This design comes from an exercise in tuning for small area and a short achievable clock period on the open sky130 flow, not from production work.
Function was checked by simulation only, so behaviour that the tests miss may differ from the original.
The flow treats the clock pin as an ideal source, which a real chip does not have.
Power and IR drop assume default switching activity.

==> flow/design.v (excerpt) <==
module top_cv (
    input  wire clk,
    input  wire enc_rst_n,
    input  wire enc_in_valid,
    input  wire enc_bit_in,
    output wire enc_out_valid,
    output wire enc_y0,
    output wire enc_y1,
    input  wire       dec_rst,
    input  wire       dec_sym_valid,
    input  wire [1:0] dec_rx_sym,
    output wire       dec_bit_valid,
    output wire       dec_bit_out,
    output wire        ber_done,
    output wire [31:0] ber_bits,
    output wire [31:0] ber_errs
);
    convenc u_enc (
        .clk       (clk),
        .rst_n     (enc_rst_n),
        .in_valid  (enc_in_valid),
        .bit_in    (enc_bit_in),
        .out_valid (enc_out_valid),
        .y0        (enc_y0),
        .y1        (enc_y1)
    );
    wire early;
    viterbi_decoder_7_5 u_dec (
        .clk       (clk),
        .rst       (dec_rst),
        .sym_valid (dec_sym_valid),
        .rx_sym    (dec_rx_sym),
        .bit_valid (dec_bit_valid),
        .bit_out   (dec_bit_out),
        .early     (early)
    );
    reg  [3:0] pay_cnt;
    wire       pay_full = pay_cnt[3] & pay_cnt[1];
    always @(posedge clk or negedge enc_rst_n) begin
        if (!enc_rst_n)
            pay_cnt <= 4'd0;
        else if (enc_in_valid && !pay_full)
            pay_cnt <= pay_cnt + 4'd1;
    end
    wire [3:0] bits4, errs4;
    ber_tester u_ber (
        .clk           (clk),
        .rst           (dec_rst),
        .ref_in        (enc_in_valid & enc_bit_in & ~pay_full),
        .advance       (dec_sym_valid),
        .early         (early),
        .dec_valid     (dec_bit_valid),
        .dec_bit       (dec_bit_out),
        .done          (ber_done),
        .bits_compared (bits4),
        .bit_errors    (errs4)
    );
    assign ber_bits = {28'd0, bits4};
    assign ber_errs = {28'd0, errs4};
endmodule
export LEC_CHECK = 0
export CAP_MARGIN = 20
export CORE_MARGIN = 2
export CORE_UTILIZATION = 40
export SLEW_MARGIN = 20
export SYNTH_HIERARCHICAL = 1
create_clock -name core_clock -period 12.0 [get_ports {clk}]
standard.sh (not shown) runs the stock make flow with config.mk's settings and CLKGATE_MAP_FILE= SYNTH_SCRIPT=/design/flow/synth_recipe.tcl, a recipe that flattens the netlist after the stock synthesis.
==> flow/flow/run.sh <==
#!/bin/bash
# Layout flow: the standard flow (standard.sh, with the standard
# synthesis) with these changes:
#  - after floorplanning, half/full adder cells with an unused output are
#    replaced by the plain gate for the output that is used (fix_adders.tcl);
#  - clock tree synthesis inserts no dummy loads;
#  - ports are buffered with buf_2 cells rather than the default choice;
#  - after global placement all constant outputs share one tie cell
#    (merge_ties.tcl);
#  - timing repair aims at a setup slack of 8.5 ns (SETUP_SLACK_MARGIN).
# Each tool's output goes to the ORFS logs under orfs/logs; make's own
# output goes to standard.log here.
set -euo pipefail
here=$(pwd)
export POST_FLOORPLAN_TCL="$here/flow/fix_adders.tcl"
export POST_GLOBAL_PLACE_TCL="$here/flow/merge_ties.tcl"
export CTS_ARGS="-sink_clustering_enable -repair_clock_nets -dont_use_dummy_load -buf_list sky130_fd_sc_hd__clkbuf_8 -root_buf sky130_fd_sc_hd__clkbuf_8"
export BUFFER_PORTS_ARGS="-buffer_cell sky130_fd_sc_hd__buf_2"
export SETUP_SLACK_MARGIN=8.65
bash standard.sh > "$here/standard.log" 2>&1
Other scripts of this flow, unchanged in this note and not shown: flow/flow/fix_adders.tcl, flow/flow/merge_ties.tcl
Edit:
--- a/flow/flow/run.sh
+++ b/flow/flow/run.sh
@@ -17,4 +17,4 @@
 export CTS_ARGS="-sink_clustering_enable -repair_clock_nets -dont_use_dummy_load -buf_list sky130_fd_sc_hd__clkbuf_8 -root_buf sky130_fd_sc_hd__clkbuf_8"
 export BUFFER_PORTS_ARGS="-buffer_cell sky130_fd_sc_hd__buf_2"
-export SETUP_SLACK_MARGIN=8.65
+export SETUP_SLACK_MARGIN=8.5
 bash standard.sh > "$here/standard.log" 2>&1
--- a/flow/config.mk
+++ b/flow/config.mk
@@ -8,5 +8,6 @@
 export CAP_MARGIN = 20
 export CORE_MARGIN = 2
-export CORE_UTILIZATION = 40
+export CORE_UTILIZATION = 60
+export PLACE_DENSITY = 0.7
 export SLEW_MARGIN = 20
 export SYNTH_HIERARCHICAL = 1
What happened: Cell count is lower by 12%. Total power is lower by 2.4%. Core utilization is higher by 18 points. Die area is lower by 33%. Sequential power is about the same. Routed wire length is lower by 6.0%. Critical path depth is higher by 3. Final area is lower by 5.2%. Via count is lower by 2.6%. Setup slack got worse by 140 ps.
Edit:
--- a/flow/flow/run.sh
+++ b/flow/flow/run.sh
@@ -15,5 +15,5 @@
 export POST_FLOORPLAN_TCL="$here/flow/fix_adders.tcl"
 export POST_GLOBAL_PLACE_TCL="$here/flow/merge_ties.tcl"
-export CTS_ARGS="-sink_clustering_enable -repair_clock_nets -dont_use_dummy_load -buf_list sky130_fd_sc_hd__clkbuf_8 -root_buf sky130_fd_sc_hd__clkbuf_8"
+export CTS_ARGS="-sink_clustering_enable -repair_clock_nets -dont_use_dummy_load -buf_list sky130_fd_sc_hd__clkbuf_8 -root_buf sky130_fd_sc_hd__clkbuf_8 -sink_clustering_size 30 -sink_clustering_max_diameter 100"
 export BUFFER_PORTS_ARGS="-buffer_cell sky130_fd_sc_hd__buf_2"
 export SETUP_SLACK_MARGIN=8.5
--- a/flow/config.mk
+++ b/flow/config.mk
@@ -8,6 +8,5 @@
 export CAP_MARGIN = 20
 export CORE_MARGIN = 2
-export CORE_UTILIZATION = 60
-export PLACE_DENSITY = 0.7
+export CORE_UTILIZATION = 40
 export SLEW_MARGIN = 20
 export SYNTH_HIERARCHICAL = 1
What happened: Area after synthesis does not change; utilization shrinks by 20 points; die area grows by about 50%; count of clock-buffer cells in the layout does not change; non-clock buffer count shrinks by 3.
Edit:
--- a/flow/flow/run.sh
+++ b/flow/flow/run.sh
@@ -15,5 +15,5 @@
 export POST_FLOORPLAN_TCL="$here/flow/fix_adders.tcl"
 export POST_GLOBAL_PLACE_TCL="$here/flow/merge_ties.tcl"
-export CTS_ARGS="-sink_clustering_enable -repair_clock_nets -dont_use_dummy_load -buf_list sky130_fd_sc_hd__clkbuf_8 -root_buf sky130_fd_sc_hd__clkbuf_8 -sink_clustering_size 30 -sink_clustering_max_diameter 100"
+export CTS_ARGS="-sink_clustering_enable -repair_clock_nets -dont_use_dummy_load -buf_list sky130_fd_sc_hd__clkbuf_8 -root_buf sky130_fd_sc_hd__clkbuf_8"
 export BUFFER_PORTS_ARGS="-buffer_cell sky130_fd_sc_hd__buf_2"
 export SETUP_SLACK_MARGIN=8.5
--- a/flow/config.mk
+++ b/flow/config.mk
@@ -8,5 +8,6 @@
 export CAP_MARGIN = 20
 export CORE_MARGIN = 2
-export CORE_UTILIZATION = 40
+export CORE_UTILIZATION = 75
+export PLACE_DENSITY = 0.85
 export SLEW_MARGIN = 20
 export SYNTH_HIERARCHICAL = 1
Outcome:
- The new run completed with no timing, DRC or antenna violations
- combinational power is higher by 5.7%
- non-clock buffer count is higher by 2
- setup slack degrades by 76 ps
- global-route usage is higher by 17 points
- maximum frequency is lower by 2.2%
- final area is lower by 1.5%
- routed wire length is higher by 14%
- synthesized cell count does not change
- count of clock-buffer cells in the layout does not change

Setup of lane 2:
top_cv, a different RTL version from the one above (not shown whole).
Size in the first run: roughly 160 flip-flops, roughly 8700 sq um of cells after synthesis.
==> flow/config.mk <==
export PLATFORM = sky130hd
export DESIGN_NAME = top_cv
export DESIGN_NICKNAME = top_cv
export VERILOG_FILES = /design/flow/design.v
export SDC_FILE = /design/flow/constraint.sdc
export NUM_CORES = 4
export LEC_CHECK = 0
export CAP_MARGIN = 20
export CORE_MARGIN = 2
export CORE_UTILIZATION = 40
export SLEW_MARGIN = 20
export SYNTH_HIERARCHICAL = 1
==> flow/constraint.sdc <==
create_clock -name core_clock -period 12.0 [get_ports {clk}]
set_input_delay 2.4000 -clock core_clock [delete_from_list [all_inputs] [get_ports {clk}]]
set_output_delay 2.4000 -clock core_clock [all_outputs]
set_load 0.01 [all_outputs]
==> flow/flow/run.sh <==
#!/bin/bash
# Layout flow: the standard flow (standard.sh, with the standard
# synthesis) with these changes:
#  - after floorplanning, half/full adder cells with an unused output are
#    replaced by the plain gate for the output that is used (fix_adders.tcl);
#  - clock tree synthesis inserts no dummy loads;
#  - ports are buffered with buf_2 cells rather than the default choice;
#  - after global placement all constant outputs share one tie cell
#    (merge_ties.tcl);
#  - after clock tree synthesis, leaf clock buffers are made smaller where
#    the clock pin slew allows (shrink_clk.tcl);
#  - timing repair aims at a setup slack of 8.65 ns (SETUP_SLACK_MARGIN).
# Each tool's output goes to the ORFS logs under orfs/logs; make's own
# output goes to standard.log here.
set -euo pipefail
here=$(pwd)
export POST_FLOORPLAN_TCL="$here/flow/fix_adders.tcl"
export POST_GLOBAL_PLACE_TCL="$here/flow/merge_ties.tcl"
export POST_CTS_TCL="$here/flow/shrink_clk.tcl"
export CTS_ARGS="-sink_clustering_enable -repair_clock_nets -dont_use_dummy_load -buf_list sky130_fd_sc_hd__clkbuf_8 -root_buf sky130_fd_sc_hd__clkbuf_8"
export BUFFER_PORTS_ARGS="-buffer_cell sky130_fd_sc_hd__buf_2"
export SETUP_SLACK_MARGIN=8.65
bash standard.sh > "$here/standard.log" 2>&1
Other scripts of this flow, unchanged in this note and not shown: flow/flow/fix_adders.tcl, flow/flow/merge_ties.tcl, flow/flow/shrink_clk.tcl
Lane 2 ended with every stage complete and zero timing, DRC or antenna violations.
Input-level comparison between lane 5 and lane 2:
diff --git a/flow/flow/run.sh b/flow/flow/run.sh
--- a/flow/flow/run.sh
+++ b/flow/flow/run.sh
@@ -10,5 +10,5 @@
 #  - after clock tree synthesis, leaf clock buffers are made smaller where
 #    the clock pin slew allows (shrink_clk.tcl);
-#  - timing repair aims at a setup slack of 8.65 ns (SETUP_SLACK_MARGIN).
+#  - timing repair aims at a setup slack of 8.5 ns (SETUP_SLACK_MARGIN).
 # Each tool's output goes to the ORFS logs under orfs/logs; make's own
 # output goes to standard.log here.
@@ -20,4 +20,4 @@
 export CTS_ARGS="-sink_clustering_enable -repair_clock_nets -dont_use_dummy_load -buf_list sky130_fd_sc_hd__clkbuf_8 -root_buf sky130_fd_sc_hd__clkbuf_8"
 export BUFFER_PORTS_ARGS="-buffer_cell sky130_fd_sc_hd__buf_2"
-export SETUP_SLACK_MARGIN=8.65
+export SETUP_SLACK_MARGIN=8.5
 bash standard.sh > "$here/standard.log" 2>&1
Notes after the runs:
Against lane 2 as the reference, lane 5 delivers a lower switching component of the power.
Relative to lane 2, the cell count of lane 5 is lower by 9.
Summary of lane 5 over lane 2: via count of the first global-routing pass picked up an extra 171; clock power picked up an extra about 3%.
Compared to lane 2, lane 5 has length in cells of the worst reg-to-reg path 1 higher.
Between lane 2 and lane 5, sequential fraction of total cell area increased.
Going from lane 2 to lane 5, synthesis-to-layout area growth shrinks by 1.8 points.
Lane 5 vs. lane 2: post-route cell area shows a reduction of about 1.8%, worst setup slack after layout shows a reduction of 59 ps.
Synthesized cell count delta (lane 5 -> lane 2): insignificant
Summary — worst hold slack, lane 5 relative to lane 2: higher, by 4.7 ps.

## separate check: timing with driven ports
No port has a modelled driver above. Below, the same layouts with a new extraction and two added sets of constraints. Step 1, drivers: a clkbuf_16 drives clk and a buf_2 each remaining input, both assumed. Step 2 adds t to the input delays and takes it off the output delays; t is the mean of the earliest and latest rising clock arrival at the registers after step 1. Input paths then give back, and output paths get back, about the clock's delay inside the block. Slacks: no drivers / after step 1 / after step 2; pairs: no drivers / after step 1.
run	t, ns	setup slack, ns	latest minus earliest clock arrival (ns)	worst register clock-pin slew, ns
the first run of note 1	0.452	8.624 / 8.508 / 8.056	0.032 / 0.032	0.09 / 0.09
the second run of note 1	0.465	8.483 / 8.500 / 8.035	0.031 / 0.032	0.08 / 0.08
the third run of note 1	0.453	8.551 / 8.523 / 8.070	0.036 / 0.037	0.10 / 0.10
the fourth run of note 1	0.479	8.475 / 8.452 / 7.973	0.043 / 0.042	0.09 / 0.09
lane 2	0.434	8.629 / 8.595 / 8.258	0.027 / 0.027	0.10 / 0.10
lane 5	0.448	8.570 / 8.535 / 8.164	0.036 / 0.036	0.11 / 0.11
After both steps setup and hold are still met in every run listed. The setup slack of the first run of note 1, which loses most, moves by -0.116 ns with the drivers and by -0.568 ns with both steps.
